Context: an optimization exercise on an open-source flow, tuned for small area and a short achievable clock period. The choices shown serve that exercise and are no tape-out recipe. Only simulation tests tie the RTL to the original design; equivalence was not proved.

==> flow/design.v (outline; a module is shown in full before it is edited, if it fits) <==
// module Chevychev_highpass: 1312 lines
// module iir_fa: 4 lines
// module iir_ha: 4 lines
module Chevychev_highpass (
    data_in, data_out, clk, rst
);
  // ...
==> flow/flow/run.sh <==
#!/bin/bash
# The standard layout (standard.sh), with three changes to how it is made:
#  - port buffers are buf_4 instead of the default (a slow delay buffer),
#  - timing repair aims for 7.5 ns of setup slack (the design runs well below
#    the 16 ns clock, so the default repair would never act),
#  - clock tree: clkbuf_8 buffers, sinks clustered by 20 within 60 um, no
#    dummy loads.
# The full make output goes to standard_sh.log; ORFS keeps per-step logs in orfs/logs.
set -euo pipefail
bash standard.sh \
  "BUFFER_PORTS_ARGS=-buffer_cell sky130_fd_sc_hd__buf_4" \
  SETUP_SLACK_MARGIN=7.5 \
  "CTS_ARGS=-sink_clustering_enable -repair_clock_nets -dont_use_dummy_load -sink_clustering_size 20 -sink_clustering_max_diameter 60 -buf_list sky130_fd_sc_hd__clkbuf_8" \
  finish > standard_sh.log 2>&1
==> flow/standard.sh <==
#!/bin/bash
# synth_recipe.tcl (not shown) runs the flow's synth.tcl, then flattens the netlist and writes it again
# the make line also repeats each setting of config.mk as NAME=value (left out here)
make -C /OpenROAD-flow-scripts/flow DESIGN_CONFIG=/design/flow/config.mk WORK_HOME=/design/flow/orfs CLKGATE_MAP_FILE= SYNTH_SCRIPT=/design/flow/synth_recipe.tcl "${@:-finish}"
==> flow/config.mk <==
export PLATFORM = sky130hd
export DESIGN_NAME = Chevychev_highpass
export DESIGN_NICKNAME = Chevychev_highpass
export VERILOG_FILES = /design/flow/design.v
export SDC_FILE = /design/flow/constraint.sdc
export NUM_CORES = 4
export LEC_CHECK = 0
export CAP_MARGIN = 20
export CORE_MARGIN = 2
export CORE_UTILIZATION = 40
export SLEW_MARGIN = 20
export SYNTH_HIERARCHICAL = 1
export SYNTH_MINIMUM_KEEP_SIZE = 0
==> flow/constraint.sdc <==
create_clock -name core_clock -period 16.0 [get_ports {clk}]
set_input_delay 3.2000 -clock core_clock [delete_from_list [all_inputs] [get_ports {clk}]]
set_output_delay 3.2000 -clock core_clock [all_outputs]
set_load 0.01 [all_outputs]
==> impl_metrics.tcl, run 1 <==
set metrics [dict create \
    ff_latch_area_mm2 0.00355 \
    final-setup-viol-count 0 \
    buffer_area_frac 0.0209 \
    whs_ps 495 \
    synth.most_common_cell "fa_1" \
    cp_slowest_stage_delay_ps 310 \
    finalNetCount 1628 \
    final_area_mm2 0.0162 \
    nMultiInputCombCells 811 \
    synth_mux_area_frac 0 \
    synth_top_family_by_area "adder cells" \
    n_antenna_cell 0 \
    fin_crit_sh 0.528 \
    hp-start "R4[0]" \
    gr-usage-met1 0.249 \
    n_clock_buffer 17 \
    synth_edf_count 0 \
    finalHoldViolations 0 \
    core_area_mm2 0.0366 \
    dp_hpwl_um 25000 \
    synth_fa_ha_area_frac 0.608 \
    rr_endpoint "R8[17]" \
    n_tap_cell 468 \
    place_ws_ps 7150 \
    status "timing/DRC/antenna clean" \
    die_w_um 197 \
    synth_cells 1090 \
    dpl_cell_area_mm2 0.0155 \
    clock-sinks 177 \
    die_h_um 197 \
    grt-ovfl-total 0 \
    multi_input_area_share 0.693 \
    drtAntennaViolNets 0 \
    highest_layer "met4" \
    drt-met1-wl_um 13600 \
    initial_core_util 0.406 \
    die_area_mm2 0.0387 \
    largest_class "multi-input combinational cells" \
]
==> run 2: changes to the inputs <==
--- a/flow/design.v
+++ b/flow/design.v
@@ -165,17 +165,18 @@
     wire s_142, c_143;
     iir_fa us_142 (.a(c_107), .b(s_110), .c(c_109), .s(s_142), .co(c_143));
     wire s_144, c_145;
     iir_fa us_144 (.a(c_111), .b(s_114), .c(c_113), .s(s_144), .co(c_145));
     wire s_146, c_147;
     iir_fa us_146 (.a(c_115), .b(s_118), .c(n_61), .s(s_146), .co(c_147));
     wire s_148, c_149;
     iir_fa us_148 (.a(YN[16]), .b(R3[16]), .c(n_17), .s(s_148), .co(c_149));
-    wire s_150 = YN[17] ^ R3[17];
+    wire s_150;
+    iir_xor us_150 (.a(YN[17]), .b(R3[17]), .s(s_150));
     wire s_151, c_152;
     iir_ha us_151 (.a(YN[1]), .b(R3[1]), .s(s_151), .co(c_152));
     wire s_153, c_154;
     iir_fa us_153 (.a(R3[2]), .b(s_120), .c(data_in[1]), .s(s_153), .co(c_154));
     wire s_155, c_156;
     iir_fa us_155 (.a(c_121), .b(data_in[2]), .c(s_122), .s(s_155), .co(c_156));
     wire s_157, c_158;
     iir_fa us_157 (.a(data_in[3]), .b(c_123), .c(s_124), .s(s_157), .co(c_158));
@@ -198,18 +199,20 @@
     wire s_175, c_176;
     iir_fa us_175 (.a(s_112), .b(c_141), .c(s_142), .s(s_175), .co(c_176));
     wire s_177, c_178;
     iir_fa us_177 (.a(s_116), .b(c_143), .c(s_144), .s(s_177), .co(c_178));
     wire s_179, c_180;
     iir_fa us_179 (.a(c_117), .b(s_146), .c(c_145), .s(s_179), .co(c_180));
     wire s_181, c_182;
     iir_fa us_181 (.a(c_119), .b(s_148), .c(c_147), .s(s_181), .co(c_182));
-    wire s_183 = n_18 ^ s_150;
-    wire s_184 = s_183 ^ c_149;
+    wire s_183;
+    iir_xor us_183 (.a(n_18), .b(s_150), .s(s_183));
+    wire s_184;
+    iir_xor us_184 (.a(s_183), .b(c_149), .s(s_184));
     wire s_185, c_186;
     iir_ha us_185 (.a(YN[0]), .b(R3[0]), .s(s_185), .co(c_186));
     wire s_187, c_188;
     iir_ha us_187 (.a(s_151), .b(data_in[0]), .s(s_187), .co(c_188));
     wire s_189, c_190;
     iir_ha us_189 (.a(c_152), .b(s_153), .s(s_189), .co(c_190));
     wire s_191, c_192;
     iir_ha us_191 (.a(c_154), .b(s_155), .s(s_191), .co(c_192));
@@ -234,17 +237,18 @@
     wire s_211, c_212;
     iir_ha us_211 (.a(c_174), .b(s_175), .s(s_211), .co(c_212));
     wire s_213, c_214;
     iir_ha us_213 (.a(c_176), .b(s_177), .s(s_213), .co(c_214));
     wire s_215, c_216;
     iir_ha us_215 (.a(c_178), .b(s_179), .s(s_215), .co(c_216));
     wire s_217, c_218;
     iir_ha us_217 (.a(c_180), .b(s_181), .s(s_217), .co(c_218));
-    wire s_219 = c_182 ^ s_184;
+    wire s_219;
+    iir_xor us_219 (.a(c_182), .b(s_184), .s(s_219));
     wire p_220 = c_188 | (s_187 & c_186);
     wire p_221 = s_187 & s_185;
     wire p_222 = c_192 | (s_191 & c_190);
     wire p_223 = s_191 & s_189;
     wire p_224 = c_196 | (s_195 & c_194);
     wire p_225 = s_195 & s_193;
     wire p_226 = c_200 | (s_199 & c_198);
     wire p_227 = s_199 & s_197;
@@ -289,33 +293,50 @@
     wire p_266 = c_206 | (s_205 & p_254);
     wire p_267 = s_205 & p_255;
     wire p_268 = c_210 | (s_209 & p_250);
     wire p_269 = s_209 & p_251;
     wire p_270 = c_214 | (s_213 & p_256);
     wire p_271 = s_213 & p_257;
     wire p_272 = c_218 | (s_217 & p_248);
     wire p_273 = s_217 & p_249;
-    wire s_274 = s_187 ^ c_186;
-    wire s_275 = s_189 ^ p_220;
-    wire s_276 = s_191 ^ p_258;
-    wire s_277 = s_193 ^ p_236;
-    wire s_278 = s_195 ^ p_260;
-    wire s_279 = s_197 ^ p_252;
-    wire s_280 = s_199 ^ p_262;
-    wire s_281 = s_201 ^ p_244;
-    wire s_282 = s_203 ^ p_264;
-    wire s_283 = s_205 ^ p_254;
-    wire s_284 = s_207 ^ p_266;
-    wire s_285 = s_209 ^ p_250;
-    wire s_286 = s_211 ^ p_268;
-    wire s_287 = s_213 ^ p_256;
-    wire s_288 = s_215 ^ p_270;
-    wire s_289 = s_217 ^ p_248;
-    wire s_290 = s_219 ^ p_272;
+    wire s_274;
+    iir_xor us_274 (.a(s_187), .b(c_186), .s(s_274));
+    wire s_275;
+    iir_xor us_275 (.a(s_189), .b(p_220), .s(s_275));
+    wire s_276;
+    iir_xor us_276 (.a(s_191), .b(p_258), .s(s_276));
+    wire s_277;
+    iir_xor us_277 (.a(s_193), .b(p_236), .s(s_277));
+    wire s_278;
+    iir_xor us_278 (.a(s_195), .b(p_260), .s(s_278));
+    wire s_279;
+    iir_xor us_279 (.a(s_197), .b(p_252), .s(s_279));
+    wire s_280;
+    iir_xor us_280 (.a(s_199), .b(p_262), .s(s_280));
+    wire s_281;
+    iir_xor us_281 (.a(s_201), .b(p_244), .s(s_281));
+    wire s_282;
+    iir_xor us_282 (.a(s_203), .b(p_264), .s(s_282));
+    wire s_283;
+    iir_xor us_283 (.a(s_205), .b(p_254), .s(s_283));
+    wire s_284;
+    iir_xor us_284 (.a(s_207), .b(p_266), .s(s_284));
+    wire s_285;
+    iir_xor us_285 (.a(s_209), .b(p_250), .s(s_285));
+    wire s_286;
+    iir_xor us_286 (.a(s_211), .b(p_268), .s(s_286));
+    wire s_287;
+    iir_xor us_287 (.a(s_213), .b(p_256), .s(s_287));
+    wire s_288;
+    iir_xor us_288 (.a(s_215), .b(p_270), .s(s_288));
+    wire s_289;
+    iir_xor us_289 (.a(s_217), .b(p_248), .s(s_289));
+    wire s_290;
+    iir_xor us_290 (.a(s_219), .b(p_272), .s(s_290));
     wire [17:0] VS = {s_290,s_289,s_288,s_287,s_286,s_285,s_284,s_283,s_282,s_281,s_280,s_279,s_278,s_277,s_276,s_275,s_274,s_185};
     wire s_291, c_292;
     iir_ha us_291 (.a(n_2), .b(n_1), .s(s_291), .co(c_292));
     wire s_293, c_294;
     iir_fa us_293 (.a(n_3), .b(n_2), .c(c_292), .s(s_293), .co(c_294));
     wire s_295, c_296;
     iir_fa us_295 (.a(n_4), .b(n_3), .c(c_294), .s(s_295), .co(c_296));
     wire s_297, c_298;
@@ -437,21 +458,26 @@
     wire s_413, c_414;
     iir_ha us_413 (.a(s_411), .b(c_408), .s(s_413), .co(c_414));
     wire s_415, c_416;
     iir_fa us_415 (.a(YN[12]), .b(YN[15]), .c(R4[16]), .s(s_415), .co(c_416));
     wire s_417, c_418;
     iir_fa us_417 (.a(c_410), .b(s_415), .c(c_412), .s(s_417), .co(c_418));
     wire s_419, c_420;
     iir_ha us_419 (.a(s_417), .b(c_414), .s(s_419), .co(c_420));
-    wire s_421 = YN[13] ^ YN[16];
-    wire s_422 = R4[17] ^ s_421;
-    wire s_423 = c_416 ^ s_422;
-    wire s_424 = s_423 ^ c_418;
-    wire s_425 = s_424 ^ c_420;
+    wire s_421;
+    iir_xor us_421 (.a(YN[13]), .b(YN[16]), .s(s_421));
+    wire s_422;
+    iir_xor us_422 (.a(R4[17]), .b(s_421), .s(s_422));
+    wire s_423;
+    iir_xor us_423 (.a(c_416), .b(s_422), .s(s_423));
+    wire s_424;
+    iir_xor us_424 (.a(s_423), .b(c_418), .s(s_424));
+    wire s_425;
+    iir_xor us_425 (.a(s_424), .b(c_420), .s(s_425));
     wire [17:0] V3 = {s_425,s_419,s_413,s_407,s_401,s_393,s_385,s_377,s_369,s_361,s_353,s_345,s_337,s_329,s_321,s_315,s_311,s_307};
     wire [0:0] V3c = {c_362};
     wire s_426, c_427;
     iir_ha us_426 (.a(YN[2]), .b(YN[0]), .s(s_426), .co(c_427));
     wire s_428, c_429;
     iir_fa us_428 (.a(YN[3]), .b(YN[1]), .c(c_427), .s(s_428), .co(c_429));
     wire s_430, c_431;
     iir_fa us_430 (.a(YN[4]), .b(YN[2]), .c(c_429), .s(s_430), .co(c_431));
@@ -474,18 +500,20 @@
     wire s_448, c_449;
     iir_fa us_448 (.a(YN[13]), .b(YN[11]), .c(c_447), .s(s_448), .co(c_449));
     wire s_450, c_451;
     iir_fa us_450 (.a(YN[14]), .b(YN[12]), .c(c_449), .s(s_450), .co(c_451));
     wire s_452, c_453;
     iir_fa us_452 (.a(YN[15]), .b(YN[13]), .c(c_451), .s(s_452), .co(c_453));
     wire s_454, c_455;
     iir_fa us_454 (.a(YN[16]), .b(YN[14]), .c(c_453), .s(s_454), .co(c_455));
-    wire s_456 = YN[17] ^ YN[15];
-    wire s_457 = s_456 ^ c_455;
+    wire s_456;
+    iir_xor us_456 (.a(YN[17]), .b(YN[15]), .s(s_456));
+    wire s_457;
+    iir_xor us_457 (.a(s_456), .b(c_455), .s(s_457));
     wire s_458, c_459;
     iir_ha us_458 (.a(YN[0]), .b(s_430), .s(s_458), .co(c_459));
     wire s_460, c_461;
     iir_fa us_460 (.a(YN[1]), .b(c_459), .c(s_432), .s(s_460), .co(c_461));
     wire s_462, c_463;
     iir_fa us_462 (.a(s_426), .b(s_434), .c(c_461), .s(s_462), .co(c_463));
     wire s_464, c_465;
     iir_fa us_464 (.a(s_428), .b(s_436), .c(c_463), .s(s_464), .co(c_465));
@@ -502,18 +530,20 @@
     wire s_476, c_477;
     iir_fa us_476 (.a(s_440), .b(s_448), .c(c_475), .s(s_476), .co(c_477));
     wire s_478, c_479;
     iir_fa us_478 (.a(s_442), .b(s_450), .c(c_477), .s(s_478), .co(c_479));
     wire s_480, c_481;
     iir_fa us_480 (.a(s_444), .b(s_452), .c(c_479), .s(s_480), .co(c_481));
     wire s_482, c_483;
     iir_fa us_482 (.a(s_446), .b(s_454), .c(c_481), .s(s_482), .co(c_483));
-    wire s_484 = s_448 ^ s_457;
-    wire s_485 = c_483 ^ s_484;
+    wire s_484;
+    iir_xor us_484 (.a(s_448), .b(s_457), .s(s_484));
+    wire s_485;
+    iir_xor us_485 (.a(c_483), .b(s_484), .s(s_485));
     wire n_486 = ~YN[0];
     wire n_487 = ~YN[1];
     wire n_488 = ~s_426;
     wire n_489 = ~s_428;
     wire n_490 = ~s_458;
     wire n_491 = ~s_460;
     wire n_492 = ~s_462;
     wire n_493 = ~s_464;
@@ -636,21 +666,26 @@
     wire s_610, c_611;
     iir_fa us_610 (.a(s_608), .b(n_500), .c(c_605), .s(s_610), .co(c_611));
     wire s_612, c_613;
     iir_fa us_612 (.a(R5[16]), .b(c_607), .c(n_518), .s(s_612), .co(c_613));
     wire s_614, c_615;
     iir_fa us_614 (.a(c_609), .b(s_612), .c(n_501), .s(s_614), .co(c_615));
     wire s_616, c_617;
     iir_ha us_616 (.a(c_611), .b(s_614), .s(s_616), .co(c_617));
-    wire s_618 = R5[17] ^ n_519;
-    wire s_619 = c_613 ^ s_618;
-    wire s_620 = s_619 ^ n_502;
-    wire s_621 = c_615 ^ s_620;
-    wire s_622 = c_617 ^ s_621;
+    wire s_618;
+    iir_xor us_618 (.a(R5[17]), .b(n_519), .s(s_618));
+    wire s_619;
+    iir_xor us_619 (.a(c_613), .b(s_618), .s(s_619));
+    wire s_620;
+    iir_xor us_620 (.a(s_619), .b(n_502), .s(s_620));
+    wire s_621;
+    iir_xor us_621 (.a(c_615), .b(s_620), .s(s_621));
+    wire s_622;
+    iir_xor us_622 (.a(c_617), .b(s_621), .s(s_622));
     wire [17:0] V4 = {s_622,s_616,s_610,s_604,s_598,s_592,s_586,s_580,s_574,s_568,s_562,s_556,s_550,s_544,s_538,s_532,s_526,s_522};
     wire [0:0] V4c = {c_569};
     wire s_623, c_624;
     iir_ha us_623 (.a(YN[0]), .b(R6[0]), .s(s_623), .co(c_624));
     wire s_625, c_626;
     iir_fa us_625 (.a(YN[1]), .b(R6[1]), .c(c_624), .s(s_625), .co(c_626));
     wire s_627, c_628;
     iir_fa us_627 (.a(R6[2]), .b(s_426), .c(c_626), .s(s_627), .co(c_628));
@@ -705,20 +740,24 @@
     wire s_677, c_678;
     iir_fa us_677 (.a(YN[12]), .b(R6[15]), .c(c_674), .s(s_677), .co(c_678));
     wire s_679, c_680;
     iir_fa us_679 (.a(s_677), .b(s_480), .c(c_676), .s(s_679), .co(c_680));
     wire s_681, c_682;
     iir_fa us_681 (.a(YN[13]), .b(R6[16]), .c(c_678), .s(s_681), .co(c_682));
     wire s_683, c_684;
     iir_fa us_683 (.a(s_681), .b(s_482), .c(c_680), .s(s_683), .co(c_684));
-    wire s_685 = YN[14] ^ R6[17];
-    wire s_686 = s_685 ^ c_682;
-    wire s_687 = s_686 ^ s_485;
-    wire s_688 = c_684 ^ s_687;
+    wire s_685;
+    iir_xor us_685 (.a(YN[14]), .b(R6[17]), .s(s_685));
+    wire s_686;
+    iir_xor us_686 (.a(s_685), .b(c_682), .s(s_686));
+    wire s_687;
+    iir_xor us_687 (.a(s_686), .b(s_485), .s(s_687));
+    wire s_688;
+    iir_xor us_688 (.a(c_684), .b(s_687), .s(s_688));
     wire [17:0] V5 = {s_688,s_683,s_679,s_675,s_671,s_667,s_663,s_659,s_655,s_651,s_647,s_643,s_639,s_635,s_631,s_627,s_625,s_623};
     wire [0:0] V5c = {c_652};
     wire n_689 = ~n_1;
     wire n_690 = ~s_291;
     wire n_691 = ~s_293;
     wire n_692 = ~s_295;
     wire n_693 = ~s_297;
     wire n_694 = ~s_299;
@@ -853,23 +892,30 @@
     wire s_823, c_824;
     iir_fa us_823 (.a(YN[13]), .b(R7[16]), .c(n_18), .s(s_823), .co(c_824));
     wire s_825, c_826;
     iir_fa us_825 (.a(c_814), .b(s_823), .c(c_816), .s(s_825), .co(c_826));
     wire s_827, c_828;
     iir_fa us_827 (.a(s_825), .b(c_818), .c(s_454), .s(s_827), .co(c_828));
     wire s_829, c_830;
     iir_fa us_829 (.a(c_820), .b(c_822), .c(s_827), .s(s_829), .co(c_830));
-    wire s_831 = YN[14] ^ R7[17];
-    wire s_832 = n_19 ^ s_831;
-    wire s_833 = s_832 ^ c_824;
-    wire s_834 = s_833 ^ c_826;
-    wire s_835 = s_834 ^ s_457;
-    wire s_836 = c_828 ^ s_835;
-    wire s_837 = s_836 ^ c_830;
+    wire s_831;
+    iir_xor us_831 (.a(YN[14]), .b(R7[17]), .s(s_831));
+    wire s_832;
+    iir_xor us_832 (.a(n_19), .b(s_831), .s(s_832));
+    wire s_833;
+    iir_xor us_833 (.a(s_832), .b(c_824), .s(s_833));
+    wire s_834;
+    iir_xor us_834 (.a(s_833), .b(c_826), .s(s_834));
+    wire s_835;
+    iir_xor us_835 (.a(s_834), .b(s_457), .s(s_835));
+    wire s_836;
+    iir_xor us_836 (.a(c_828), .b(s_835), .s(s_836));
+    wire s_837;
+    iir_xor us_837 (.a(s_836), .b(c_830), .s(s_837));
     wire [17:0] V6 = {s_837,s_829,s_821,s_811,s_801,s_791,s_781,s_771,s_761,s_751,s_741,s_731,s_723,s_717,s_711,s_705,s_701,s_699};
     wire [0:0] V6c = {c_752};
     wire s_838, c_839;
     iir_ha us_838 (.a(R8[0]), .b(n_51), .s(s_838), .co(c_839));
     wire s_840, c_841;
     iir_fa us_840 (.a(R8[1]), .b(n_52), .c(c_839), .s(s_840), .co(c_841));
     wire s_842, c_843;
     iir_fa us_842 (.a(YN[0]), .b(R8[2]), .c(n_53), .s(s_842), .co(c_843));
@@ -972,21 +1018,26 @@
     wire s_940, c_941;
     iir_fa us_940 (.a(c_933), .b(s_938), .c(c_935), .s(s_940), .co(c_941));
     wire s_942, c_943;
     iir_fa us_942 (.a(R8[16]), .b(s_446), .c(c_937), .s(s_942), .co(c_943));
     wire s_944, c_945;
     iir_fa us_944 (.a(s_942), .b(s_450), .c(c_939), .s(s_944), .co(c_945));
     wire s_946, c_947;
     iir_ha us_946 (.a(s_944), .b(c_941), .s(s_946), .co(c_947));
-    wire s_948 = R8[17] ^ s_448;
-    wire s_949 = c_943 ^ s_948;
-    wire s_950 = s_949 ^ s_452;
-    wire s_951 = c_945 ^ s_950;
-    wire s_952 = c_947 ^ s_951;
+    wire s_948;
+    iir_xor us_948 (.a(R8[17]), .b(s_448), .s(s_948));
+    wire s_949;
+    iir_xor us_949 (.a(c_943), .b(s_948), .s(s_949));
+    wire s_950;
+    iir_xor us_950 (.a(s_949), .b(s_452), .s(s_950));
+    wire s_951;
+    iir_xor us_951 (.a(c_945), .b(s_950), .s(s_951));
+    wire s_952;
+    iir_xor us_952 (.a(c_947), .b(s_951), .s(s_952));
     wire [17:0] V7 = {s_952,s_946,s_940,s_934,s_926,s_918,s_910,s_902,s_894,s_886,s_878,s_870,s_862,s_854,s_848,s_844,s_840,s_838};
     wire [0:0] V7c = {c_887};
     wire s_953, c_954;
     iir_fa us_953 (.a(XN[0]), .b(R9[0]), .c(n_486), .s(s_953), .co(c_954));
     wire s_955, c_956;
     iir_fa us_955 (.a(XN[1]), .b(R9[1]), .c(n_487), .s(s_955), .co(c_956));
     wire s_957, c_958;
     iir_ha us_957 (.a(c_954), .b(s_955), .s(s_957), .co(c_958));
@@ -1077,19 +1128,22 @@
     wire s_1043, c_1044;
     iir_fa us_1043 (.a(R9[15]), .b(c_1038), .c(n_501), .s(s_1043), .co(c_1044));
     wire s_1045, c_1046;
     iir_fa us_1045 (.a(c_1040), .b(c_1042), .c(s_1043), .s(s_1045), .co(c_1046));
     wire s_1047, c_1048;
     iir_fa us_1047 (.a(R9[16]), .b(n_502), .c(c_1044), .s(s_1047), .co(c_1048));
     wire s_1049, c_1050;
     iir_ha us_1049 (.a(c_1046), .b(s_1047), .s(s_1049), .co(c_1050));
-    wire s_1051 = R9[17] ^ n_503;
-    wire s_1052 = c_1048 ^ s_1051;
-    wire s_1053 = c_1050 ^ s_1052;
+    wire s_1051;
+    iir_xor us_1051 (.a(R9[17]), .b(n_503), .s(s_1051));
+    wire s_1052;
+    iir_xor us_1052 (.a(c_1048), .b(s_1051), .s(s_1052));
+    wire s_1053;
+    iir_xor us_1053 (.a(c_1050), .b(s_1052), .s(s_1053));
     wire [17:0] V8 = {s_1053,s_1049,s_1045,s_1041,s_1035,s_1029,s_1023,s_1017,s_1009,s_1001,s_993,s_985,s_979,s_973,s_967,s_961,s_957,s_953};
     wire [0:0] V8c = {c_1002};
     wire s_1054, c_1055;
     iir_ha us_1054 (.a(XN[0]), .b(YN[1]), .s(s_1054), .co(c_1055));
     wire s_1056, c_1057;
     iir_fa us_1056 (.a(XN[1]), .b(c_1055), .c(s_426), .s(s_1056), .co(c_1057));
     wire s_1058, c_1059;
     iir_fa us_1058 (.a(1'b1), .b(XN[2]), .c(c_1057), .s(s_1058), .co(c_1059));
@@ -1142,17 +1196,18 @@
     wire s_1106, c_1107;
     iir_fa us_1106 (.a(n_8), .b(s_478), .c(c_1103), .s(s_1106), .co(c_1107));
     wire s_1108, c_1109;
     iir_ha us_1108 (.a(c_1105), .b(s_1106), .s(s_1108), .co(c_1109));
     wire s_1110, c_1111;
     iir_fa us_1110 (.a(s_480), .b(c_1107), .c(c_1109), .s(s_1110), .co(c_1111));
     wire s_1112, c_1113;
     iir_ha us_1112 (.a(s_482), .b(c_1111), .s(s_1112), .co(c_1113));
-    wire s_1114 = s_485 ^ c_1113;
+    wire s_1114;
+    iir_xor us_1114 (.a(s_485), .b(c_1113), .s(s_1114));
     wire [17:0] V9 = {s_1114,s_1112,s_1110,s_1108,s_1104,s_1100,s_1096,s_1092,s_1088,s_1084,s_1078,s_1072,s_1068,s_1064,s_1060,s_1056,s_1054,YN[0]};
     wire [0:0] V9c = {c_1085};
     wire s_1115, c_1116;
     iir_ha us_1115 (.a(RS[7]), .b(data_in[0]), .s(s_1115), .co(c_1116));
     wire s_1117, c_1118;
     iir_ha us_1117 (.a(RS[8]), .b(data_in[1]), .s(s_1117), .co(c_1118));
     wire s_1119, c_1120;
     iir_ha us_1119 (.a(RS[9]), .b(data_in[2]), .s(s_1119), .co(c_1120));
@@ -1247,33 +1302,50 @@
     wire p_1209 = c_1152 | (s_1151 & p_1197);
     wire p_1210 = s_1151 & p_1198;
     wire p_1211 = c_1156 | (s_1155 & p_1193);
     wire p_1212 = s_1155 & p_1194;
     wire p_1213 = c_1160 | (s_1159 & p_1199);
     wire p_1214 = s_1159 & p_1200;
     wire p_1215 = RS[16] & p_1191;
     wire p_1216 = RS[16] & p_1192;
-    wire s_1217 = s_1133 ^ c_1132;
-    wire s_1218 = s_1135 ^ p_1163;
-    wire s_1219 = s_1137 ^ p_1201;
-    wire s_1220 = s_1139 ^ p_1179;
-    wire s_1221 = s_1141 ^ p_1203;
-    wire s_1222 = s_1143 ^ p_1195;
-    wire s_1223 = s_1145 ^ p_1205;
-    wire s_1224 = s_1147 ^ p_1187;
-    wire s_1225 = s_1149 ^ p_1207;
-    wire s_1226 = s_1151 ^ p_1197;
-    wire s_1227 = s_1153 ^ p_1209;
-    wire s_1228 = s_1155 ^ p_1193;
-    wire s_1229 = s_1157 ^ p_1211;
-    wire s_1230 = s_1159 ^ p_1199;
-    wire s_1231 = s_1161 ^ p_1213;
-    wire s_1232 = RS[16] ^ p_1191;
-    wire s_1233 = RS[17] ^ p_1215;
+    wire s_1217;
+    iir_xor us_1217 (.a(s_1133), .b(c_1132), .s(s_1217));
+    wire s_1218;
+    iir_xor us_1218 (.a(s_1135), .b(p_1163), .s(s_1218));
+    wire s_1219;
+    iir_xor us_1219 (.a(s_1137), .b(p_1201), .s(s_1219));
+    wire s_1220;
+    iir_xor us_1220 (.a(s_1139), .b(p_1179), .s(s_1220));
+    wire s_1221;
+    iir_xor us_1221 (.a(s_1141), .b(p_1203), .s(s_1221));
+    wire s_1222;
+    iir_xor us_1222 (.a(s_1143), .b(p_1195), .s(s_1222));
+    wire s_1223;
+    iir_xor us_1223 (.a(s_1145), .b(p_1205), .s(s_1223));
+    wire s_1224;
+    iir_xor us_1224 (.a(s_1147), .b(p_1187), .s(s_1224));
+    wire s_1225;
+    iir_xor us_1225 (.a(s_1149), .b(p_1207), .s(s_1225));
+    wire s_1226;
+    iir_xor us_1226 (.a(s_1151), .b(p_1197), .s(s_1226));
+    wire s_1227;
+    iir_xor us_1227 (.a(s_1153), .b(p_1209), .s(s_1227));
+    wire s_1228;
+    iir_xor us_1228 (.a(s_1155), .b(p_1193), .s(s_1228));
+    wire s_1229;
+    iir_xor us_1229 (.a(s_1157), .b(p_1211), .s(s_1229));
+    wire s_1230;
+    iir_xor us_1230 (.a(s_1159), .b(p_1199), .s(s_1230));
+    wire s_1231;
+    iir_xor us_1231 (.a(s_1161), .b(p_1213), .s(s_1231));
+    wire s_1232;
+    iir_xor us_1232 (.a(RS[16]), .b(p_1191), .s(s_1232));
+    wire s_1233;
+    iir_xor us_1233 (.a(RS[17]), .b(p_1215), .s(s_1233));
     assign data_out = {s_1233,s_1232,s_1231,s_1230,s_1229,s_1228,s_1227,s_1226,s_1225,s_1224,s_1223,s_1222,s_1221,s_1220,s_1219,s_1218,s_1217,s_1131};
     always @(posedge clk) begin
         if (rst) begin
             XN <= 8'hff;
             YN <= 18'h3ffff;
             RS <= 18'd0;
             R3 <= 18'd162980;
             R3c <= 1'd0;
@@ -1309,12 +1381,15 @@
             R9c <= ~V9c;
         end
     end
 endmodule
 module iir_fa (input a, input b, input c, output s, output co);
     assign s  = a ^ b ^ c;
     assign co = (a & b) | (a & c) | (b & c);
 endmodule
+module iir_xor (input a, input b, output s);
+    assign s = a ^ b;
+endmodule
 module iir_ha (input a, input b, output s, output co);
     assign s  = a ^ b;
     assign co = a & b;
 endmodule
==> flow/flow/run.sh (replaced) <==
#!/bin/bash
# The standard layout (standard.sh), with three changes to how it is made:
#  - port buffers are buf_4 instead of the default (a slow delay buffer),
#  - timing repair aims for 7.75 ns of setup slack (the design runs well below
#    the 16 ns clock, so the default repair would never act),
#  - clock tree: clkbuf_8 buffers, sinks clustered by 20 within 60 um, no
#    dummy loads.
# The full make output goes to standard_sh.log; ORFS keeps per-step logs in orfs/logs.
set -euo pipefail
bash standard.sh \
  "BUFFER_PORTS_ARGS=-buffer_cell sky130_fd_sc_hd__buf_4" \
  SETUP_SLACK_MARGIN=7.75 \
  "CTS_ARGS=-sink_clustering_enable -repair_clock_nets -dont_use_dummy_load -sink_clustering_size 20 -sink_clustering_max_diameter 60 -buf_list sky130_fd_sc_hd__clkbuf_8" \
  finish > standard_sh.log 2>&1
==> run 2 against run 1 <==
  * Via count up 2.0%
  * Non-clock buffer count up 52
  * Design area grew 2.4%
  * Fmax about the same
  * Utilization up 1.1 points
  * Critical endpoint unchanged
  * Still clean
  * Register-to-register slack better by 360 ps
  * Critical path depth unchanged
  * Wire length increased by 0.93%
  * Clock skew fell by 1.3 ps
  * Worst hold slack better by 1.6 ps
  * Area after synthesis rose by 0.14%
  * Largest cell class unchanged
  * Global-route usage is essentially flat
==> impl_metrics.tcl, run 2 <==
set metrics [dict create \
    dpl_cell_area_mm2 0.0155 \
    netlist_area_mm2 0.0149 \
    syn_area_per_cell_um2 13.5 \
    r2r_slack_ps 8030 \
    synth.largest_area_cell "fa_1" \
    synth_commonest_cells "fa_1 (371), dfxtp_1 (177), ha_1 (110), nand2b_1 (95), nor2_1 (86)" \
    synth.most_common_cell "fa_1" \
    grt_use_total 0.175 \
    report.final.slew_viol_count 0 \
    first_pass_iters 4 \
    synth_area_leaders "fa_1 (50%), dfxtp_1 (24%), ha_1 (9.3%)" \
    wl_per_cell_um 18.3 \
    final-setup-viol-count 0 \
    place_ws_ps 7350 \
    initial_core_util 0.406 \
    vias 7740 \
    hp-class "reg2reg" \
    setup_slack_ps 7560 \
    cts_made_buffers 17 \
    worstPathRequired_ps 12800 \
    yosysWarnings 7 \
    hold_path_end "R5[0]" \
    relSlewSlack 0.331 \
    portBuffers 27 \
    critPathLaunchType "input pin" \
    grt_max_degree 103 \
    cts.path.max_buffers 2 \
    ios 28 \
    yosysTopAreaCellShare 0.499 \
    n_antenna_cell 0 \
    max_cap_violations 0 \
    ys_seq_area_frac 0.238 \
    cts_hold_buffers 0 \
    dpl.cell_count 1572 \
    drt_iter0_drc 250 \
    die_w_um 197 \
    grt_pass1_vias 8837 \
    ys_ff_latch 177 \
    status "timing/DRC/antenna clean" \
    cp_max_fo 4 \
    synth_edf_count 0 \
    synth_cell_types 34 \
    root_buffer "clkbuf_8" \
    finalNetCount 1671 \
    fin_crit_sh 0.528 \
    drc 0 \
    core_area_mm2 0.0366 \
    grt-ovfl-total 0 \
    cts_tree "yes" \
    rsz0062_at_grt "yes" \
    num_rows 70 \
    finalNonFillerCells 1646 \
    die_h_um 197 \
    setup_tns_ps 0 \
    tightest_slew_ps 1000 \
    drtAntennaViolNets 0 \
    rr_worst_depth 22 \
    max_freq_ghz 0.118 \
    clock-sinks 177 \
    wl_um 30200 \
    finalHoldViolations 0 \
    grt_pass1_wl_um 50100 \
    antenna_found_initial 0 \
    htreeDepth 4 \
    endpoint_kind "primary output" \
    dp_hpwl_um 24400 \
    area_growth_pct 11.5 \
    hp-start "R6[0]" \
    r2r-start "YN[0]" \
    clk_pin_slew_ps 80 \
    min_period_ps 8440 \
    fillCellCount 3354 \
    routed_via_density 4.70 \
    rr_endpoint "R8[17]" \
    worst_ep_arrival_time_ps 5240 \
    critPathKind "in2out" \
    ys.flop_type "dfxtp_1" \
    die_area_mm2 0.0387 \
    final_common_cell "fa_1" \
    place.gp.congestion 0.828 \
    holdPathStages 2 \
    final_cell_mix "fa_1 (353), dfxtp_1 (175), nand2b_1 (95), ha_1 (95), buf_4 (88)" \
    synth-async-reset-ratio 0 \
    clock_latency_ps 510 \
    drive_above_1_share 0.140 \
    synth_cells 1099 \
    final.setup_skew_ps 35.7 \
    final_area_mm2 0.0166 \
]
[run 2: cell types whose count changed in the layout (fill, tap and decap cells not counted), sizes merged, moves of 5 or more]
cell,previous run,this run
buf,42,94
o21ai,12,7
ha,128,110
xor2,9,72
xnor2,38,0
or3,7,0
inv,70,77
a21o,10,21
[run 2: cell type report]
| cell class | instances | area, µm² | share of cell area |
|---|---|---|---|
| Multi-Input combinational cell | 813 | 11200 | 0.673 |
| Inverter | 77 | 289 | 0.0174 |
| Clock buffer | 17 | 234 | 0.0141 |
| Timing Repair Buffer | 94 | 762 | 0.0460 |
| Tap cell | 468 | 586 | 0.0353 |
| Sequential cell | 177 | 3550 | 0.214 |
[run 2: worst max-delay path by stage]
stage                     cells past startpoint  startpoint  slack [ps]           end
after CTS                                    10  data_in[4]        7580  data_out[17]
after global placement                       10  data_in[0]        7340  data_out[17]
after detailed placement                     10  data_in[0]        7350  data_out[17]
after floorplan                               9  data_in[0]        7890  data_out[11]
final                                        11  data_in[3]        7560  data_out[17]
after global routing                         11  data_in[3]        7470  data_out[17]
[run 2: metrics by stage]
step | hold WS (ps) | util
after floorplan | 454 | -
after global placement | 491 | 0.425
after detailed placement | 491 | 0.425
after CTS | 503 | 0.440
after global routing | 517 | 0.453
final | 497 | 0.453
[run 2: per-module statistics from Yosys, one instance, submodules excluded]
module | cells | area [µm²]
iir_ha | 1 | 12.5
Chevychev_highpass | 546 | 5440
iir_xor | 1 | 8.76
iir_fa | 1 | 20.0
[run 2: routing by layer]
metal | wire length (µm) | vias up | global-route usage
met2 | 14900 | 75 | 0.283
met4 | 517 | 0 | 0.0507
met3 | 1160 | 30 | 0.0371
met1 | 13600 | 4107 | 0.239
li1 | - | 3528 | -
met5 | 0 | - | 0
[run 2: critical path: stages]
cell and delay, ps:
buf_12 100, ha_4 240, ha_4 250, and3_4 180
o21ai_2 130, o211ai_1 100, buf_4 160, o211ai_1 280
a21boi_1 130, xor2_1 280, buf_4 180
[run 2: logic make-up after synthesis]
| group | count (synthesis) | share of synthesized area |
|---|---|---|
| other | 1 | 0.000252 |
| and+or+nand+nor | 202 | 0.0687 |
| xor gates and xnor gates | 72 | 0.0424 |
| buffers and inverters | 114 | 0.0335 |
| adders and majority gates | 481 | 0.592 |
| DFF | 177 | 0.238 |
| AOI/OAI and AO/OA | 52 | 0.0248 |
[run 2: timing repair]
item                       in CTS  in global routing
cloned                          0                  0
setup endpoints to repair      12                 13
pin swaps                      17                 37
resized for setup              33                 36
buffers inserted               15                 42
==> run 3: changes to the inputs <==
--- a/flow/flow/run.sh
+++ b/flow/flow/run.sh
@@ -3,3 +3,3 @@
 #  - port buffers are buf_4 instead of the default (a slow delay buffer),
-#  - timing repair aims for 7.75 ns of setup slack (the design runs well below
+#  - timing repair aims for 7.5 ns of setup slack (the design runs well below
 #    the 16 ns clock, so the default repair would never act),
@@ -11,3 +11,3 @@
   "BUFFER_PORTS_ARGS=-buffer_cell sky130_fd_sc_hd__buf_4" \
-  SETUP_SLACK_MARGIN=7.75 \
+  SETUP_SLACK_MARGIN=7.5 \
   "CTS_ARGS=-sink_clustering_enable -repair_clock_nets -dont_use_dummy_load -sink_clustering_size 20 -sink_clustering_max_diameter 60 -buf_list sky130_fd_sc_hd__clkbuf_8" \
==> run 3 against run 2 <==
  * Count of clock-buffer cells in the layout is the same
  * Still clean
  * Area after synthesis did not move
  * Clock skew hardly changed
==> impl_metrics.tcl, run 3 <==
set metrics [dict create \
    status "timing/DRC/antenna clean" \
    cts.path.max_buffers 2 \
    die_area_mm2 0.0387 \
    root_buffer "clkbuf_8" \
    synth_edf_count 0 \
    wl_um 29600 \
    final-setup-viol-count 0 \
    grt_pass1_wl_um 49600 \
    synth_commonest_cells "fa_1 (371), dfxtp_1 (177), ha_1 (110), nand2b_1 (95), nor2_1 (86)" \
    portBuffers 27 \
    ios 28 \
    grt-ovfl-total 0 \
    routed_via_density 4.74 \
    die_h_um 197 \
    finalNetCount 1620 \
    syn_area_per_cell_um2 13.5 \
    finalHoldViolations 0 \
    n_antenna_cell 0 \
    final_util 0.438 \
    r2r_slack_ps 7790 \
    ys.flop_type "dfxtp_1" \
    max_freq_ghz 0.118 \
    clock-sinks 177 \
    yosysTopAreaCellShare 0.499 \
    hp-class "reg2reg" \
    htreeDepth 4 \
    first_pass_iters 4 \
    synth.most_common_cell "fa_1" \
    vias 7554 \
    ys_seq_area_frac 0.238 \
    place.gp.congestion 0.828 \
    area_growth_pct 7.73 \
    antenna_found_initial 0 \
    endpoint_kind "primary output" \
    synth.largest_area_cell "fa_1" \
    min_period_ps 8470 \
    ys_ff_latch 177 \
    cts_tree "yes" \
    drt_iter0_drc 213 \
    critPathKind "in2out" \
    worstPathRequired_ps 12800 \
    wl_per_cell_um 18.5 \
    final_cell_mix "fa_1 (368), dfxtp_1 (177), ha_1 (99)" \
    fin_crit_sh 0.530 \
    drtAntennaViolNets 0 \
    setup_tns_ps 0 \
    dp_hpwl_um 24400 \
    netlist_area_mm2 0.0149 \
    synth_cell_types 34 \
    critPathLaunchType "input pin" \
    core_area_mm2 0.0366 \
    grt_pass1_vias 8685 \
    rsz0062_at_grt "yes" \
    yosysWarnings 7 \
    die_w_um 197 \
    synth-async-reset-ratio 0 \
    drive_above_1_share 0.0719 \
    clock_latency_ps 500 \
    report.final.slew_viol_count 0 \
    relSlewSlack 0.353 \
    worst_ep_arrival_time_ps 5270 \
    final.setup_skew_ps 35.6 \
    max_cap_violations 0 \
    tightest_slew_ps 971 \
    initial_core_util 0.406 \
    cp_max_fo 6 \
    final_common_cell "fa_1" \
    grt_use_total 0.174 \
    drc 0 \
    num_rows 70 \
    cts_made_buffers 17 \
    synth_area_leaders "fa_1 (50%), dfxtp_1 (24%), ha_1 (9.3%)" \
    grt_max_degree 103 \
    clk_pin_slew_ps 80 \
    synth_cells 1099 \
]
## run 3: cell counts after synthesis
No cell type changed its count.
## run 3: per-module statistics from Yosys, one instance, submodules excluded
module,cell area (µm²),cells inside,times used
Chevychev_highpass,5440,546,1
iir_fa,20.0,1,371
iir_ha,12.5,1,110
iir_xor,8.76,1,72
## run 3: logic make-up after synthesis
group | share of synthesized area
fa+ha+maj | 0.592
buf+inv | 0.0335
flops | 0.238
compound gates | 0.0248
simple gates | 0.0687
other cells | 0.000252
xor+xnor | 0.0424
## run 3: final timing paths
| check | depth (start not counted) | to | startpoint |
|---|---|---|---|
| worst max register to register | 21 | R8[17] | YN[2] |
| worst min-delay path | 2 | R5[0] | R6[0] |
| worst max-delay path | 11 | data_out[17] | data_in[2] |
| worst min register to register | 2 | R5[0] | R6[0] |
## run 3: repair_timing
item / CTS / global route
hold buffers: 0 / 0
cloned: 0 / 0
endpoints found under the setup margin: 5 / 5
buffers inserted: 0 / 6
gates resized for setup: 12 / 12
pin swaps: 5 / 13
## run 3: area by class of cell
cell class	count	area [µm²]
Clock buffer	17	234
Fill cell	3414	20600
Inverter	77	289
Multi-Input combinational cell	813	11000
Sequential cell	177	3540
Tap cell	468	586
Timing Repair Buffer	43	359
## run 3: per-stage QoR
stage	area, µm²	hold slack (ps)	std cells	setup WS (ps)
2_1_floorplan	14900	454	1104	7890
3_3_place_gp	15500	491	1572	7340
3_5_place_dp	15500	491	1572	7350
4_1_cts	15900	503	1589	7520
5_1_grt	16000	517	1595	7420
6_report	16000	498	1595	7530
## run 3: metal layers
layer,part of all wire,vias up,GRT usage,wire length (µm)
met5,0,-,0,0
met1,0.45,4023,0.240,13400
met4,0.015,0,0.0476,442
met2,0.49,73,0.281,14600
li1,-,3433,-,-
met3,0.037,25,0.0351,1080
## run 3: critical path, stage by stage
cell      delay [ps]
buf_6            130
ha_4             250
ha_4             240
and3_1           190
o21ai_1          120
o211ai_1         110
buf_4            160
o211ai_1         280
a21boi_1         130
xor2_1           280
buf_4            180

==> what the ideal ports hide <==
How much do the figures lean on ideal ports? The routed layouts below were timed once more, with nothing changed but the port constraints.
Step 1 (the two cells are an assumption about what drives the block):
set clk [get_ports {clk}]
set_driving_cell -lib_cell sky130_fd_sc_hd__clkbuf_16 $clk
set_driving_cell -lib_cell sky130_fd_sc_hd__buf_2 [delete_from_list [all_inputs] $clk]
Step 2, shift: input delay + t, output delay - t, t = (earliest + latest rising clock arrival at the registers) / 2. This alone moves slack from input paths to output paths.
Slacks: ideal ports / drivers / drivers and shift; pairs: ideal ports / drivers.
run | t (ns) | setup WS [ns] | clock arrival spread, ns | worst register clock-pin slew, ns | worst slew at a driven data input, ns
run 1 | 0.524 | 7.554 / 7.511 / 7.511 | 0.038 / 0.037 | 0.11 / 0.11 | 0.05
run 2 | 0.535 | 7.557 / 7.508 / 7.508 | 0.037 / 0.036 | 0.11 / 0.11 | 0.06
run 3 | 0.533 | 7.525 / 7.481 / 7.481 | 0.036 / 0.036 | 0.10 / 0.10 | 0.06
After both steps setup and hold are still met in every run listed. The setup slack of run 2, which loses most, moves by -0.049 ns with the drivers and by -0.049 ns with both steps.
